From an optimization exercise on the open Yosys and OpenROAD flow, aimed at small area; shortcuts taken in it are not production practice.
No run shown here included a check of the RTL's function; only the layout flow was run.
Power figures rest on the tool's default switching activity, not on a simulated workload.

==> design.v <==
`timescale 1ns / 1ps
module vga_640x480(
	input  wire       clk,
	input  wire       clr,
	output wire       hsync,
	output wire       vsync,
	output reg  [9:0] x,
	output reg  [9:0] y,
	output wire       xjump,
	output wire       vidon
);
	reg vsenable;
	wire xend = (x == 10'd654);
	assign xjump = xend | (&x);
	always @(posedge clk) begin
		if (clr) begin
			x <= 10'd879;
			vsenable <= 1'b0;
		end else begin
			x <= xend ? 10'd879 : x + 10'd1;
			vsenable <= xend;
		end
	end
	always @(posedge clk) begin
		if (clr)
			y <= 10'd992;
		else if (vsenable)
			y <= (y == 10'd488) ? 10'd992 : y + 10'd1;
	end
	assign hsync = ~((x > 10'd654) && (x < 10'd975));
	assign vsync = ~(y[9:1] == 9'd496);
	assign vidon = (x < 10'd639) && (y < 10'd479);
endmodule
`timescale 1ns / 1ps
module vga_initials(
	input  wire        clk,
	input  wire        rst,
	input  wire        tick,
	input  wire        vidon,
	input  wire        xjump,
	input  wire [9:0]  x,
	input  wire [9:0]  y,
	input  wire [10:0] ax, bx, cx,
	input  wire [8:0]  at, bt, ct,
	input  wire [9:0]  bird,
	input  wire [7:0]  back_data,
	input  wire [7:0]  bird_data1,
	input  wire [7:0]  bird_data2,
	input  wire [7:0]  bird_data3,
	input  wire [7:0]  downtube_data1,
	input  wire [7:0]  downtube_data2,
	input  wire [7:0]  downtube_data3,
	input  wire [7:0]  uptube_data1,
	input  wire [7:0]  uptube_data2,
	input  wire [7:0]  uptube_data3,
	input  wire [7:0]  strip_data,
	input  wire [7:0]  num_data1,
	input  wire [7:0]  num_data2,
	input  wire [7:0]  num_data3,
	input  wire [3:0]  score1,
	input  wire [3:0]  score2,
	input  wire [3:0]  score3,
	input  wire [1:0]  state,
	input  wire [7:0]  startback_data,
	input  wire [7:0]  retback_data,
	output wire [10:0] startback_add,
	output wire [10:0] retback_add,
	output wire [10:0] num_add1,
	output wire [10:0] num_add2,
	output wire [10:0] num_add3,
	output wire [8:0]  strip_add,
	output wire [12:0] downtube_add1,
	output wire [12:0] downtube_add2,
	output wire [12:0] downtube_add3,
	output wire [12:0] uptube_add1,
	output wire [12:0] uptube_add2,
	output wire [12:0] uptube_add3,
	output wire [14:0] back_add,
	output wire [9:0]  bird_add,
	output reg  [2:0]  red,
	output reg  [2:0]  green,
	output reg  [1:0]  blue
);
	reg [3:0] cnt;
	reg [3:0] m;
	wire [4:0] mstep = {1'b0, m} + (xjump ? 5'd9 : 5'd1) + {4'd0, tick};
	always @(posedge clk) begin
		if (rst) begin
			cnt <= 4'd0;
			m <= 4'd3;
		end else begin
			if (tick)
				cnt <= cnt + 4'd1;
			m <= (mstep >= 5'd12) ? mstep[3:0] - 4'd12 : mstep[3:0];
		end
	end
	assign back_add = {y[9:2] * 10'd5 + {7'd0, x[9:7]}, x[6:2]};
	wire [9:0] yb = y - bird;
	assign bird_add = x + 10'd632 + {yb[8:0], 1'b0} + {yb[4:0], 5'd0};
	wire signed [11:0] da = {1'b0, ax} - {2'b0, x};
	wire signed [11:0] db = {1'b0, bx} - {2'b0, x};
	wire signed [11:0] dc = {1'b0, cx} - {2'b0, x};
	wire signed [10:0] ea = {2'b0, at} - {1'b0, y};
	wire signed [10:0] eb = {2'b0, bt} - {1'b0, y};
	wire signed [10:0] ec = {2'b0, ct} - {1'b0, y};
	wire signed [10:0] fa = {1'b0, y} - {2'b0, at} - 11'sd100;
	wire signed [10:0] fb = {1'b0, y} - {2'b0, bt} - 11'sd100;
	wire signed [10:0] fc = {1'b0, y} - {2'b0, ct} - 11'sd100;
	function [12:0] tubeadd(input signed [11:0] d, input signed [10:0] e);
		reg [12:0] p, q;
		begin
			p = {{3{d[11]}}, d[11:2]};
			q = {{4{e[10]}}, e[10:2]};
			tubeadd = p + (q << 4) + (q << 3) + q;
		end
	endfunction
	assign downtube_add1 = tubeadd(da, ea);
	assign uptube_add1   = tubeadd(da, fa);
	assign downtube_add2 = tubeadd(db, eb);
	assign uptube_add2   = tubeadd(db, fb);
	assign downtube_add3 = tubeadd(dc, ec);
	assign uptube_add3   = tubeadd(dc, fc);
	wire [11:0] xn = {2'b0, x} - 12'd275;
	wire [11:0] yn = {2'b0, y} - 12'd41;
	wire [10:0] nbase = xn[11:1] + {yn[4:1], 7'd0} + {yn[10:1], 1'b0};
	function [10:0] x13(input [3:0] s);
		x13 = {s, 3'b0} + {s, 2'b0} + s;
	endfunction
	assign num_add1 = nbase + x13(score1);
	assign num_add2 = nbase + x13(score2) - 11'd13;
	assign num_add3 = nbase + x13(score3) - 11'd26;
	assign strip_add = {5'd0, m} + {y[5:0], 3'b0} + {y[6:0], 2'b0} + 9'd220;
	wire [10:0] xs = {1'b0, x} - 11'd240;
	wire [10:0] ys = {1'b0, y} - 11'd240;
	assign startback_add = xs + {ys[3:0], 7'd0} + {ys[5:0], 5'd0};
	assign retback_add   = xs + {ys[3:0], 7'd0} + {ys[6:0], 4'd0} + {ys[7:0], 3'd0};
	wire [9:0] gb = bird - y;    
	wire in_bird = (x > 10'd150) && (x < 10'd184) && (y <= bird) && (gb <= 10'd23);
	wire nrow = (y > 10'd40) && (y <= 10'd70);
	wire n1 = (num_data1 != 8'hFF) && (x > 10'd274) && (x <= 10'd300) && nrow && (score1 != 4'd0);
	wire n2 = (num_data2 != 8'hFF) && (x > 10'd300) && (x <= 10'd326) && nrow && ((score2 != 4'd0) || (score1 != 4'd0));
	wire n3 = (num_data3 != 8'hFF) && (x > 10'd326) && (x <= 10'd352) && nrow;
	wire capt = (x > 10'd240) && (y >= 10'd240) && (y < 10'd251);
	wire in_a = !da[11] && (da < 12'sd100);
	wire in_b = !db[11] && (db < 12'sd100);
	wire in_c = !dc[11] && (dc < 12'sd100);
	reg [7:0] birdpix;
	always @(*) begin
		case (cnt[3:2])
			2'b01: birdpix = bird_data2;
			2'b10: birdpix = bird_data3;
			default: birdpix = bird_data1;
		endcase
	end
	function [7:0] tubepix(input signed [10:0] e, input signed [10:0] f,
	                       input [7:0] down, input [7:0] up, input [7:0] back);
		begin
			if (!e[10] && down != 8'hFF)
				tubepix = down;
			else if (!f[10] && up != 8'hFF)
				tubepix = up;
			else
				tubepix = back;
		end
	endfunction
	reg [7:0] pix;
	always @(*) begin
		if (!vidon)
			pix = 8'h00;
		else if (y > 10'd450)
			pix = strip_data;
		else if (state != 2'd2) begin
			if (state == 2'd0 && capt && x < 10'd400 && startback_data != 8'hFF)
				pix = startback_data;
			else if (in_bird)
				pix = (birdpix != 8'hFF) ? birdpix : back_data;
			else if (n1)
				pix = num_data1;
			else if (n2)
				pix = num_data2;
			else if (n3)
				pix = num_data3;
			else if (in_a)
				pix = tubepix(ea, fa, downtube_data1, uptube_data1, back_data);
			else if (in_b)
				pix = tubepix(eb, fb, downtube_data2, uptube_data2, back_data);
			else if (in_c)
				pix = tubepix(ec, fc, downtube_data3, uptube_data3, back_data);
			else
				pix = back_data;
		end else begin
			if (n1)
				pix = num_data1;
			else if (n2)
				pix = num_data2;
			else if (n3)
				pix = num_data3;
			else if (capt && x < 10'd392 && retback_data != 8'hFF)
				pix = retback_data;
			else
				pix = back_data;
		end
		{red, green, blue} = pix;
	end
endmodule
`timescale 1ns / 1ps
module randomgenerator(
	input  wire       clk,
	input  wire       rst,
	input  wire       fly,
	output reg  [8:0] num
);
	always @(posedge clk) begin
		if (rst)
			num <= 9'd0;
		else if (fly)
			num <= (num >= 9'd24) ? num - 9'd24 : num + 9'd325;
		else
			num <= (num == 9'd348) ? 9'd0 : num + 9'd1;
	end
endmodule
`timescale 1ns / 1ps
module objects(
	input  wire        clk,
	input  wire        rst,
	input  wire        clk10ms,
	input  wire [8:0]  num,
	input  wire        fly,
	input  wire        start,
	input  wire        ret,
	output reg  [10:0] ax, bx, cx,
	output reg  [8:0]  at, bt, ct,
	output reg  [9:0]  bird,
	output reg         plusone,
	output reg         clr,
	output reg  [1:0]  state
);
	reg [12:0] speed;
	reg tf, sf, rf;
	reg af, bf;
	wire hit_a = (ax <= 11'd282) && (ax >= 11'd151) &&
	             (({1'b0, at} + 10'd24 >= bird) || ({1'b0, at} + 10'd100 <= bird));
	wire hit_b = (bx <= 11'd282) && (bx >= 11'd151) &&
	             (({1'b0, bt} + 10'd24 >= bird) || ({1'b0, bt} + 10'd100 <= bird));
	wire hit_c = (cx <= 11'd282) && (cx >= 11'd151) &&
	             (({1'b0, ct} + 10'd24 >= bird) || ({1'b0, ct} + 10'd100 <= bird));
	always @(posedge clk) begin
		if (rst) begin
			speed <= 13'd0;
			ax <= 11'd740; bx <= 11'd1010; cx <= 11'd1280;
			af <= 1'b0; bf <= 1'b0;
			at <= 9'd220; bt <= 9'd330; ct <= 9'd210;
			bird <= 10'd250;
			plusone <= 1'b0;
			state <= 2'd0;
			tf <= 1'b0; sf <= 1'b0; rf <= 1'b0;
			clr <= 1'b0;
		end else begin
			tf <= clk10ms; sf <= start; rf <= ret;
			if (start && !sf && state == 2'd0)
				state <= 2'd1;
			else if (ret && !rf && state == 2'd2)
				state <= 2'd0;
			else if (state == 2'd0) begin
				speed <= 13'd0;
				ax <= 11'd740; bx <= 11'd1010; cx <= 11'd1280;
				af <= 1'b0; bf <= 1'b0;
				at <= 9'd220; bt <= 9'd330; ct <= 9'd210;
				bird <= 10'd250;
				plusone <= 1'b0;
				clr <= 1'b1;
			end else begin
				clr <= 1'b0;
				if (state == 2'd1 && clk10ms && !tf) begin
					speed <= fly ? -13'd15 : speed + 13'd1;
					if (ax == 11'd0) begin
						ax <= af ? 11'd812 : 11'd810; af <= 1'b1; at <= num;
					end else
						ax <= ax - 11'd1;
					if (bx == 11'd0) begin
						bx <= bf ? 11'd812 : 11'd811; bf <= 1'b1; bt <= num;
					end else
						bx <= bx - 11'd1;
					if (cx == 11'd0) begin
						cx <= 11'd812; ct <= num;
					end else
						cx <= cx - 11'd1;
					bird <= bird + speed[12:3];
					plusone <= (ax == 11'd201) || (bx == 11'd201) || (cx == 11'd201);
					if (hit_a || hit_b || hit_c || bird > 10'd450)
						state <= 2'd2;
				end
			end
		end
	end
endmodule
`timescale 1ns / 1ps
module scorecnt(
	input  wire       clk,
	input  wire       rst,
	input  wire       plusone,
	input  wire       reset,
	output reg  [3:0] s0, s1, s2,
	output reg  [3:0] h0, h1, h2
);
	reg fp;
	wire inc = plusone & ~fp;
	always @(posedge clk) begin
		if (rst) begin
			fp <= 1'b0;
			{s2, s1, s0} <= 12'd0;
			{h2, h1, h0} <= 12'd0;
		end else begin
			fp <= plusone;
			if (reset)
				{s2, s1, s0} <= 12'd0;
			else begin
				if (inc) begin
					if (s2 == 4'd10 && s1 == 4'd2 && s0 == 4'd3)
						{s2, s1, s0} <= 12'd0;
					else if (s0 == 4'd9) begin
						s0 <= 4'd0;
						if (s1 == 4'd9) begin
							s1 <= 4'd0;
							s2 <= s2 + 4'd1;
						end else
							s1 <= s1 + 4'd1;
					end else
						s0 <= s0 + 4'd1;
				end
				if ({h2, h1, h0} < {s2, s1, s0})
					{h2, h1, h0} <= {s2, s1, s0};
			end
		end
	end
endmodule
`timescale 1ns / 1ps
module flappy_core(
	input  wire        clk,
	input  wire        rst,
	input  wire        tick,
	input  wire        fly,
	input  wire        start,
	input  wire        ret,
	input  wire        rnd_btn,
	input  wire [7:0]  back_data,
	input  wire [7:0]  bird_data1,
	input  wire [7:0]  bird_data2,
	input  wire [7:0]  bird_data3,
	input  wire [7:0]  downtube_data1,
	input  wire [7:0]  downtube_data2,
	input  wire [7:0]  downtube_data3,
	input  wire [7:0]  uptube_data1,
	input  wire [7:0]  uptube_data2,
	input  wire [7:0]  uptube_data3,
	input  wire [7:0]  strip_data,
	input  wire [7:0]  num_data1,
	input  wire [7:0]  num_data2,
	input  wire [7:0]  num_data3,
	input  wire [7:0]  startback_data,
	input  wire [7:0]  retback_data,
	output wire        hsync,
	output wire        vsync,
	output wire [2:0]  red,
	output wire [2:0]  green,
	output wire [1:0]  blue,
	output wire [14:0] back_add,
	output wire [9:0]  bird_add,
	output wire [12:0] downtube_add1,
	output wire [12:0] downtube_add2,
	output wire [12:0] downtube_add3,
	output wire [12:0] uptube_add1,
	output wire [12:0] uptube_add2,
	output wire [12:0] uptube_add3,
	output wire [8:0]  strip_add,
	output wire [10:0] num_add1,
	output wire [10:0] num_add2,
	output wire [10:0] num_add3,
	output wire [10:0] startback_add,
	output wire [10:0] retback_add,
	output wire [1:0]  game_state,
	output wire [9:0]  bird_y,
	output wire [12:0] tube_x1,
	output wire [12:0] tube_x2,
	output wire [12:0] tube_x3,
	output wire [9:0]  tube_top1,
	output wire [9:0]  tube_top2,
	output wire [9:0]  tube_top3,
	output wire [3:0]  score_d0,
	output wire [3:0]  score_d1,
	output wire [3:0]  score_d2,
	output wire [3:0]  high_score_d0,
	output wire [3:0]  high_score_d1,
	output wire [3:0]  high_score_d2
);
	wire vidon, xjump;
	wire [9:0] x, y;
	wire [8:0] num;
	wire [10:0] ax, bx, cx;
	wire [8:0] at, bt, ct;
	wire [9:0] bird;
	wire [3:0] s0, s1, s2, h0, h1, h2;
	wire plusone;
	wire clr2;
	wire [1:0] state;
	vga_640x480 U2 (.clk(clk), .clr(rst), .hsync(hsync), .vsync(vsync), .x(x), .y(y), .xjump(xjump), .vidon(vidon));
	vga_initials U3 (.clk(clk), .rst(rst), .tick(tick), .vidon(vidon), .xjump(xjump), .x(x), .y(y),
		.ax(ax), .bx(bx), .cx(cx), .at(at), .bt(bt), .ct(ct), .bird(bird),
		.back_data(back_data), .back_add(back_add), .red(red), .green(green), .blue(blue),
		.bird_add(bird_add), .bird_data1(bird_data1), .bird_data2(bird_data2), .bird_data3(bird_data3),
		.downtube_add1(downtube_add1), .downtube_data1(downtube_data1),
		.uptube_data1(uptube_data1), .uptube_add1(uptube_add1),
		.downtube_add2(downtube_add2), .downtube_data2(downtube_data2),
		.uptube_data2(uptube_data2), .uptube_add2(uptube_add2),
		.downtube_add3(downtube_add3), .downtube_data3(downtube_data3),
		.uptube_data3(uptube_data3), .uptube_add3(uptube_add3),
		.strip_data(strip_data), .strip_add(strip_add),
		.num_add1(num_add1), .num_add2(num_add2), .num_add3(num_add3),
		.num_data1(num_data1), .num_data2(num_data2), .num_data3(num_data3),
		.score1(s2), .score2(s1), .score3(s0), .state(state),
		.startback_add(startback_add), .startback_data(startback_data),
		.retback_add(retback_add), .retback_data(retback_data));
	randomgenerator U4 (.clk(clk), .rst(rst), .fly(rnd_btn), .num(num));
	objects U5 (.clk(clk), .rst(rst), .clk10ms(tick), .num(num), .fly(fly), .ax(ax), .bx(bx), .cx(cx),
		.at(at), .bt(bt), .ct(ct), .bird(bird), .plusone(plusone),
		.start(start), .ret(ret), .clr(clr2), .state(state));
	scorecnt U20 (.clk(clk), .rst(rst), .plusone(plusone), .reset(clr2),
		.s0(s0), .s1(s1), .s2(s2), .h0(h0), .h1(h1), .h2(h2));
	assign game_state = state;
	assign bird_y     = bird;
	assign tube_x1    = {2'b0, ax};
	assign tube_x2    = {2'b0, bx};
	assign tube_x3    = {2'b0, cx};
	assign tube_top1  = {1'b0, at};
	assign tube_top2  = {1'b0, bt};
	assign tube_top3  = {1'b0, ct};
	assign score_d0   = s0;
	assign score_d1   = s1;
	assign score_d2   = s2;
	assign high_score_d0 = h0;
	assign high_score_d1 = h1;
	assign high_score_d2 = h2;
endmodule
==> run.sh <==
#!/bin/bash
# synth_recipe.tcl (not shown) runs the flow's synth.tcl, then flattens the netlist and writes it again
# the make line also repeats each setting of config.mk as NAME=value (left out here)
make -C /OpenROAD-flow-scripts/flow DESIGN_CONFIG=/design/flow/config.mk WORK_HOME=/design/flow/orfs CLKGATE_MAP_FILE= SYNTH_SCRIPT=/design/flow/synth_recipe.tcl finish
==> config.mk <==
export PLATFORM = sky130hd
export DESIGN_NAME = flappy_core
export DESIGN_NICKNAME = flappy_core
export VERILOG_FILES = /design/flow/design.v
export SDC_FILE = /design/flow/constraint.sdc
export NUM_CORES = 4
export LEC_CHECK = 0
export CAP_MARGIN = 20
export CORE_MARGIN = 2
export CORE_UTILIZATION = 40
export SLEW_MARGIN = 20
==> constraint.sdc <==
create_clock -name core_clock -period 14.0 [get_ports {clk}]
set_input_delay 2.8000 -clock core_clock [delete_from_list [all_inputs] [get_ports {clk}]]
set_output_delay 2.8000 -clock core_clock [all_outputs]
set_load 0.01 [all_outputs]
==> results of run 1 <==
==> state kept, by name (all words and copies together), names as in the netlist, 4 cells and up <==
| name | count |
|---|---|
| U2.x | 10 |
| U2.y | 10 |
| U20.h0 | 4 |
| U20.h1 | 4 |
| U20.h2 | 4 |
| U20.s0 | 4 |
| U20.s1 | 4 |
| U20.s2 | 4 |
| U3.cnt | 4 |
| U3.m | 4 |
| U4.num | 9 |
| U5.at | 9 |
| U5.ax | 11 |
| U5.bird | 10 |
| U5.bt | 9 |
| U5.bx | 11 |
| U5.ct | 9 |
| U5.cx | 11 |
| U5.speed | 13 |
==> routing by layer <==
metal | vias to the layer above | GRT usage
li1 | 12200 | -
met1 | 11900 | 0.353
met2 | 708 | 0.437
met3 | 123 | 0.0391
met4 | 0 | 0.0823
met5 | - | 0
==> layout make-up <==
cell class,count,area [µm²]
diodes,2,5.00
multi-input cells,2651,21700
flip-flops and latches,155,3100
clock inverters,13,131
well taps,864,1080
inverters,408,1530
fillers,6558,33800
repair buffers,438,4300
clock buffers,19,453
==> kinds of logic after synthesis <==
kind of cell,share of synthesized area
compound gates,0.198
xor+xnor,0.100
fa+ha+maj,0.343
buf+inv,0.0776
flops,0.116
mux,0.0218
other cells,0.000140
simple gates,0.145
==> per-stage QoR <==
step | hold slack [ns] | util | instance area [µm²]
after floorplan | 0.444 | - | 26900
after global placement | 0.457 | 0.480 | 31700
after detailed placement | 0.463 | 0.480 | 31700
after CTS | 0.473 | 0.489 | 32300
after global routing | 0.492 | 0.489 | 32300
final | 0.471 | 0.489 | 32300
==> worst min-delay path by stage <==
stage | endpoint | slack (ns) | cells past startpoint
detailed placement | U5.speed[1]$_SDFFE_PP0P_ | 0.46 | 2
finish | U5.speed[1]$_SDFFE_PP0P_ | 0.47 | 2
global placement | U5.speed[1]$_SDFFE_PP0P_ | 0.46 | 2
CTS | U5.speed[1]$_SDFFE_PP0P_ | 0.47 | 2
global route | U5.speed[1]$_SDFFE_PP0P_ | 0.49 | 2
floorplan | U5.speed[1]$_SDFFE_PP0P_ | 0.44 | 2
==> worst max-delay path, cell delays in order (launching register included) <==
cell,delay (ns)
dfxtp_1,0.65
inv_1,0.45
buf_4,0.33
ha_1,0.19
inv_1,0.08
fa_1,0.47
o21ba_2,0.23
a211o_1,0.29
nor2b_1,0.15
xor2_1,0.34
inv_1,0.10
fa_1,0.52
fa_1,0.42
ha_1,0.35
a21o_1,0.19
a21oi_1,0.23
o21bai_1,0.09
a21oi_1,0.22
nor2b_1,0.07
o21a_1,0.18
o21ai_0,0.15
nand2b_1,0.07
a21oi_1,0.17
xnor2_1,0.13
clkdlybuf4s50_1,0.58
==> synthesized netlist by cell type (46+ instances only) <==
cell type,n,area share
ha_1,511,0.24
inv_1,404,0.056
a21oi_1,292,0.054
nor2_1,241,0.034
xnor2_1,236,0.077
nand2_1,178,0.025
dfxtp_1,155,0.12
o21ai_0,146,0.027
fa_1,139,0.10
a21o_1,86,0.024
clkbuf_1,79,0.011
xor2_1,69,0.023
nor3_1,66,0.012
nand3_1,58,0.011
nand2b_1,54,0.013
o21bai_1,51,0.014
mux2i_1,46,0.017
==> power by group <==
part / switching (mW) / total [mW] / internal [mW] / leakage (nW)
combinational: 1.76 / 3.68 / 1.92 / 13.6
clock: 0.223 / 0.482 / 0.259 / 0.284
sequential: 0.0586 / 0.520 / 0.462 / 1.26
==> key figures, run 1 <==
Outcome
  • Outcome: no timing/DRC/antenna violations

Hold path
  • Worst Hold Class: reg -> reg
  • Min-delay src: U5.speed[1]$_SDFFE_PP0P_

STA
  • Tightest Pin Transition: 1.05 ns
  • TNS Setup: 0 ns
  • Rel. slew slack: 0.297
  • Setup Skew: 0.0128 ns
  • Final WS setup: 4.06 ns
  • # setup viols final: 0
  • Unrepaired setup endpoints after global routing: false
  • Count of final hold-check violations: 0
  • Post-route minimum period: 9.94 ns
  • Tcrit/Tclk final: 0.710
  • Max Clk Rate: 0.101 GHz
  • Pins Over Slew Limit: 0

Floorplan
  • Core area: roughly 66000 µm²
  • # IOs: 417
  • Initial Utilization: 0.406
  • Die H: 263 µm
  • Die Wd: 263 µm
  • Cell Rows: 94
  • Die ar.: 69200 µm²

GRT
  • GRT Util Overall: 0.264
  • First-pass GRT wire length: roughly 140000 µm
  • Initial antenna violation count: 2
  • Largest net degree at the start of global routing: 61
  • Vias in the first global route: 24000
  • GRT Residual Overflow: 0

Cells and area
  • Most frequent cells in the layout: ha_1 (511), clkdlybuf4s50_1 (406), inv_1 (404), a21oi_1 (292), nor2_1 (240)
  • Share of layout cells above drive strength 1: 0.0307
  • Most common cell after layout, fill and taps aside: ha_1
  • Area Overhead vs Synth: 20.4%
  • Nets: between 4000 and 5000
  • Non-Filler Instances: 4550

Pwr
  • Peak VDD IR: 254 µV
  • Total power: 4.68 mW
  • PwrDens: 145 nW/µm²
  • Leakage power: 15.1 nW

Clocking
  • Clock Pin Slew Worst Setup and Hold Paths: ~0.070 ns
  • Clk Latency, worst-skew pair: 0.48 ns
  • Clk buf depth: 2
  • Post-CTS Hold Fix Bufs: 0
  • CTS sink cnt: 155
  • CTS H-tree depth: 4
  • CTS tree: built
  • Clock Root Buffer: clkbuf_16
  • Cts bufs inserted: 17
  • Post-cts repair resize count: 0
  • Setup Buffers After CTS: 0

Drt
  • Vias: 25000
  • Routed Wire Length: around 94000 µm
  • Top sig layer: met4
  • Met2 wire len: approximately 43000 µm
  • DR DRC count: 0
  • Post-DRT Antenna Nets: 0
  • Wire length on met1: between 40000 and 50000 µm
  • DR iter-0 viols: 1799
  • Wire length on met3: just over 5000 µm
  • DRT Pass-1 Iters: 5
  • Via/cell ratio: approximately 5.5
  • WL/cell: just over 20 µm

Synth
  • Post-Syn Area per Cell: 8.08 µm²
  • Synth Flop Type: dfxtp_1
  • Post-synth EDFFs: 0
  • Post-synth ARST share: 0
  • Netlist cell types: 93
  • Mapped cell area: between 20000 and 30000 µm²
  • Sequential area share after synthesis: 0.116
  • Syn. warnings: 5
  • Synth Register Bits: about 160
  • Cells after synthesis: between 3000 and 4000

Setup path
  • CP max FO: 12
  • Beginning of the critical path: U2.y[3]$_SDFFE_PP0P_
  • Critical setup path kind: reg -> out
  • Critical Path End: uptube_add1[12]
  • Worst EP required: 11.20 ns
  • CP arrival: 7.14 ns
  • R2r setup slk: 10.19 ns
  • CP endpoint kind: output pin
  • Cell count of the worst reg-to-reg path: 16
  • Startpoint Class: flop
  • R2R Path Start: U2.x[4]$_SDFF_PP0_
  • Crit Reg-Reg Endpoint: U3.m[2]$_SDFF_PP0_

Placement
  • Routability cong.: around 0.94
  • Port bufs: 407
  • Cell total after placement: 4516
  • Hpwl dp: between 70000 and 80000 µm
  • Post-placement setup slack: 4.52 ns

Run
  • Max Cap Violations: 0
==> run 2: changes to the inputs <==
==> flow/run.sh (new file) <==
#!/bin/bash
set -euo pipefail
export BUFFER_PORTS_ARGS="-buffer_cell sky130_fd_sc_hd__buf_1"
bash standard.sh > standard_flow.log 2>&1
==> standard.sh (new file) <==
#!/bin/bash
# synth_recipe.tcl (not shown) runs the flow's synth.tcl, then flattens the netlist and writes it again
# the make line also repeats each setting of config.mk as NAME=value (left out here)
make -C /OpenROAD-flow-scripts/flow DESIGN_CONFIG=/design/flow/config.mk WORK_HOME=/design/flow/orfs CLKGATE_MAP_FILE= SYNTH_SCRIPT=/design/flow/synth_recipe.tcl "${@:-finish}"
removed: run.sh
==> run 2 against run 1 <==
Still clean. Clock skew rose by 0.0048 ns. Setup slack improved by 0.42 ns. Total power fell by 15%. Hold slack improved by 0.0011 ns. Via count rose by 0.43%. Area after synthesis did not move. Final area fell by 7.9%. Sequential power barely moved. First-iteration DRC count rose by 0.56%. Sequential share of layout area rose by 0.82 points. Core utilization fell by 3.8 points. Die area did not move. Largest cell class unchanged.
==> key figures, run 2 <==
Cells and area
  • Number of flip-flops in the largest register: 13 (unchanged)
  • Fillers: 6730 (+2.6%)
  • Final Cell Area: 29800 µm² (-7.9%)
  • Nets: 4459 (+0.067%)
  • Most frequent cells in the layout: ha_1 (511), buf_1 (406), inv_1 (404), a21oi_1 (292), nor2_1 (240)
  • Area Overhead vs Synth: 10.9%
  • Share of layout cells above drive strength 1: 0.0315 (+0.000789)
  • Biggest register: U5.speed
  • Most common cell after layout, fill and taps aside: ha_1

Synth
  • Synth Register Bits: 155 (unchanged)
  • Top cell type's share of synthesized area: 0.238 (unchanged)
  • Top cell type by total area after synthesis: ha_1
  • Synth area leaders: ha_1 (24%), dfxtp_1 (12%), fa_1 (10%), xnor2_1 (7.7%), inv_1 (5.6%)
  • Cells after synthesis: 3322 (unchanged)
  • Post-synth ARST share: 0 (unchanged)
  • Syn. warnings: 5 (unchanged)
  • Mapped cell area: 26800 µm² (unchanged)
  • Synth top cells by count: ha_1 (511), inv_1 (404), a21oi_1 (292)
  • Synth Flop Type: dfxtp_1
  • Most common cell in the synthesized netlist: ha_1
  • Netlist cell types: 93 (unchanged)
  • Sequential area share after synthesis: 0.116 (unchanged)
  • Post-Syn Area per Cell: 8.08 µm² (unchanged)
  • Post-synth EDFFs: 0 (unchanged)

Setup path
  • Cell count of the worst reg-to-reg path: 13 (-3)
  • CP endpoint kind: output pin
  • CP max FO: 14 (+2)
  • R2r setup slk: 10.19 ns (about the same)
  • Critical setup path kind: reg -> out
  • Worst EP required: 11.20 ns (about the same)
  • R2R Path Start: U2.x[3]$_SDFF_PP1_
  • Startpoint Class: flop
  • Crit Reg-Reg Endpoint: U3.m[2]$_SDFF_PP0_
  • CP arrival: 6.72 ns (-0.42 ns)

STA
  • Pins Over Slew Limit: 0 (unchanged)
  • Post-route minimum period: 9.52 ns (-0.422 ns)
  • Final WS setup: 4.48 ns (+0.422 ns)
  • TNS Setup: 0 ns (unchanged)
  • Hold Slack: 0.472 ns (+0.00110 ns)
  • # setup viols final: 0 (unchanged)
  • Setup Skew: 0.0176 ns (+0.00482 ns)
  • Max Clk Rate: 0.105 GHz (+4.4%)
  • Tightest Pin Transition: 1.04 ns (-0.00439 ns)
  • Tcrit/Tclk final: 0.680 (-0.0302)
  • Count of final hold-check violations: 0 (unchanged)
  • Rel. slew slack: 0.300 (+0.00235)
  • Unrepaired setup endpoints after global routing: false

Placement
  • Dpl cell area: 29200 µm² (-7.9%)
  • Routability cong.: 0.937 (-0.22%)
  • Hpwl dp: 75300 µm (-2.4%)
  • Post-placement setup slack: 4.92 ns (+0.404 ns)
  • Port bufs: 407 (unchanged)

Clocking
  • CTS tree: built
  • CTS sink cnt: 155 (unchanged)
  • Post-CTS Hold Fix Bufs: 0 (unchanged)
  • Setup Buffers After CTS: 0 (unchanged)
  • Cts bufs inserted: 17 (unchanged)
  • Post-cts repair resize count: 0 (unchanged)
  • Clk buf depth: 2 (unchanged)
  • Clk Latency, worst-skew pair: 0.46 ns (-0.02 ns)
  • Clock Root Buffer: clkbuf_16
  • CTS H-tree depth: 4 (unchanged)
  • Clock Pin Slew Worst Setup and Hold Paths: 0.07 ns (about the same)

Floorplan
  • Die Wd: 263 µm (unchanged)
  • Die H: 263 µm (unchanged)
  • Initial Utilization: 0.406 (unchanged)
  • Core area: 66100 µm² (unchanged)
  • # IOs: 417 (unchanged)
  • Die ar.: 69200 µm² (unchanged)
  • Cell Rows: 94 (unchanged)

Outcome
  • Outcome: no timing/DRC/antenna violations

Hold path
  • Min-delay src: U5.speed[1]$_SDFFE_PP0P_
  • Hold EP: U5.speed[1]$_SDFFE_PP0P_
  • Worst Hold Depth: 2 (unchanged)
  • Worst Hold Class: reg -> reg

Drt
  • Via/cell ratio: 5.51 (+0.39%)
  • DRT Pass-1 Iters: 6 (+1)
  • WL/cell: 20.3 µm (-1.4%)
  • DR DRC count: 0 (unchanged)
  • Post-DRT Antenna Nets: 0 (unchanged)
  • Vias: 25100 (+0.43%)
  • DR iter-0 viols: 1809 (+0.56%)
  • Routed Wire Length: 92500 µm (-1.3%)

GRT
  • Vias in the first global route: 24100 (+0.34%)
  • Largest net degree at the start of global routing: 57 (-6.6%)
  • Initial antenna violation count: 1 (-1)
  • GRT Residual Overflow: 0 (unchanged)
  • GRT Util Overall: 0.260 (-0.00374)
  • First-pass GRT wire length: 141000 µm (-0.95%)

Pwr
  • Total power: 3.97 mW (-15%)
  • Leakage power: 14.0 nW (-7.1%)
  • Peak VDD IR: 166 µV (-35%)
  • PwrDens: 133 nW/µm² (-7.9%)

Run
  • Max Cap Violations: 0 (unchanged)
==> run 2: cell counts after synthesis <==
No cell type changed its count.
==> run 2: metal layers <==
metal	share of wire	global-route usage	up-vias
li1	-	-	12200
met4	0.035	0.0891	2
met1	0.45	0.348	11900
met3	0.063	0.0388	134
met5	0.00014	0	-
met2	0.46	0.427	822
==> run 2: cell families after synthesis <==
logic type      Yosys count  share of synthesized area
compound gates          828                      0.198
xor+xnor                306                      0.100
fa+ha+maj               652                      0.343
buf+inv                 524                     0.0776
flops                   155                      0.116
mux                      57                     0.0218
other cells               1                   0.000140
simple gates            799                      0.145
==> run 2: worst max-delay path by stage <==
stage	cells past startpoint	slack, ns	start	endpoint
floorplan	23	5.81	U2.y[4]$_SDFFE_PP0P_	uptube_add2[12]
global placement	23	5.02	U2.y[2]$_SDFFE_PP0P_	uptube_add1[12]
detailed placement	23	4.92	U2.y[2]$_SDFFE_PP0P_	uptube_add1[12]
CTS	23	4.42	U2.y[2]$_SDFFE_PP0P_	uptube_add1[12]
global route	23	3.93	U2.y[2]$_SDFFE_PP0P_	uptube_add2[12]
finish	23	4.48	U2.y[2]$_SDFFE_PP0P_	uptube_add1[12]
==> run 2: power by group <==
part	internal, mW	switching [mW]	total (mW)
clock	0.247	0.216	0.463
combinational	1.24	1.76	2.99
sequential	0.462	0.0562	0.518
total	1.94	2.03	3.97
==> run 2: worst max-delay path, stage by stage (launching register included) <==
cell,delay [ns]
dfxtp_1,0.56
inv_1,0.53
ha_1,0.43
fa_1,0.57
nor2_1,0.07
o21ba_2,0.19
a211o_1,0.30
nor2b_1,0.15
xor2_1,0.35
inv_1,0.11
fa_1,0.52
fa_1,0.42
ha_1,0.35
a21o_1,0.19
a21oi_1,0.24
o21bai_1,0.09
a21oi_1,0.23
nor2b_1,0.08
o21a_1,0.18
o21ai_0,0.14
nand2b_1,0.07
a21oi_1,0.17
xnor2_1,0.17
buf_1,0.18
==> run 2: per-stage QoR <==
step,std cells,utilization
after global routing,4551,0.451
final,4552,0.451
after detailed placement,4519,0.442
after floorplan,3330,-
after global placement,4519,0.442
after CTS,4551,0.451
==> run 2: area by class of cell <==
class / count / area (µm²) / area share
Multi-Input combinational cell: 2651 / 21700 / 0.729
Sequential cell: 155 / 3100 / 0.104
Clock inverter: 15 / 138 / 0.00462
Antenna cell: 1 / 2.50 / 0.0000840
Tap cell: 864 / 1080 / 0.0363
Timing Repair Buffer: 441 / 1790 / 0.0600
Clock buffer: 17 / 425 / 0.0143
Inverter: 408 / 1530 / 0.0514

==> re-timing with driven ports <==
How much do the figures lean on ideal ports? The routed layouts below were timed once more, with nothing changed but the port constraints.
Step 1: set_driving_cell puts a clkbuf_16 on clk and a buf_2 on each other input, an assumption about the parent block.
Step 2 adds t to the input delays and takes it off the output delays; t is the mean of the earliest and latest rising clock arrival at the registers after step 1. Input paths then give back, and output paths get back, about the clock's delay inside the block.
a / b / c = ideal / step 1 / step 2; a / b = the first two.
run | t, ns | setup slack, ns | worst slew at a driven data input, ns
run 1 | 0.524 | 4.059 / 4.004 / 4.528 | 0.09
run 2 | 0.506 | 4.481 / 4.429 / 4.934 | 0.08
After both steps setup and hold are still met in every run listed.
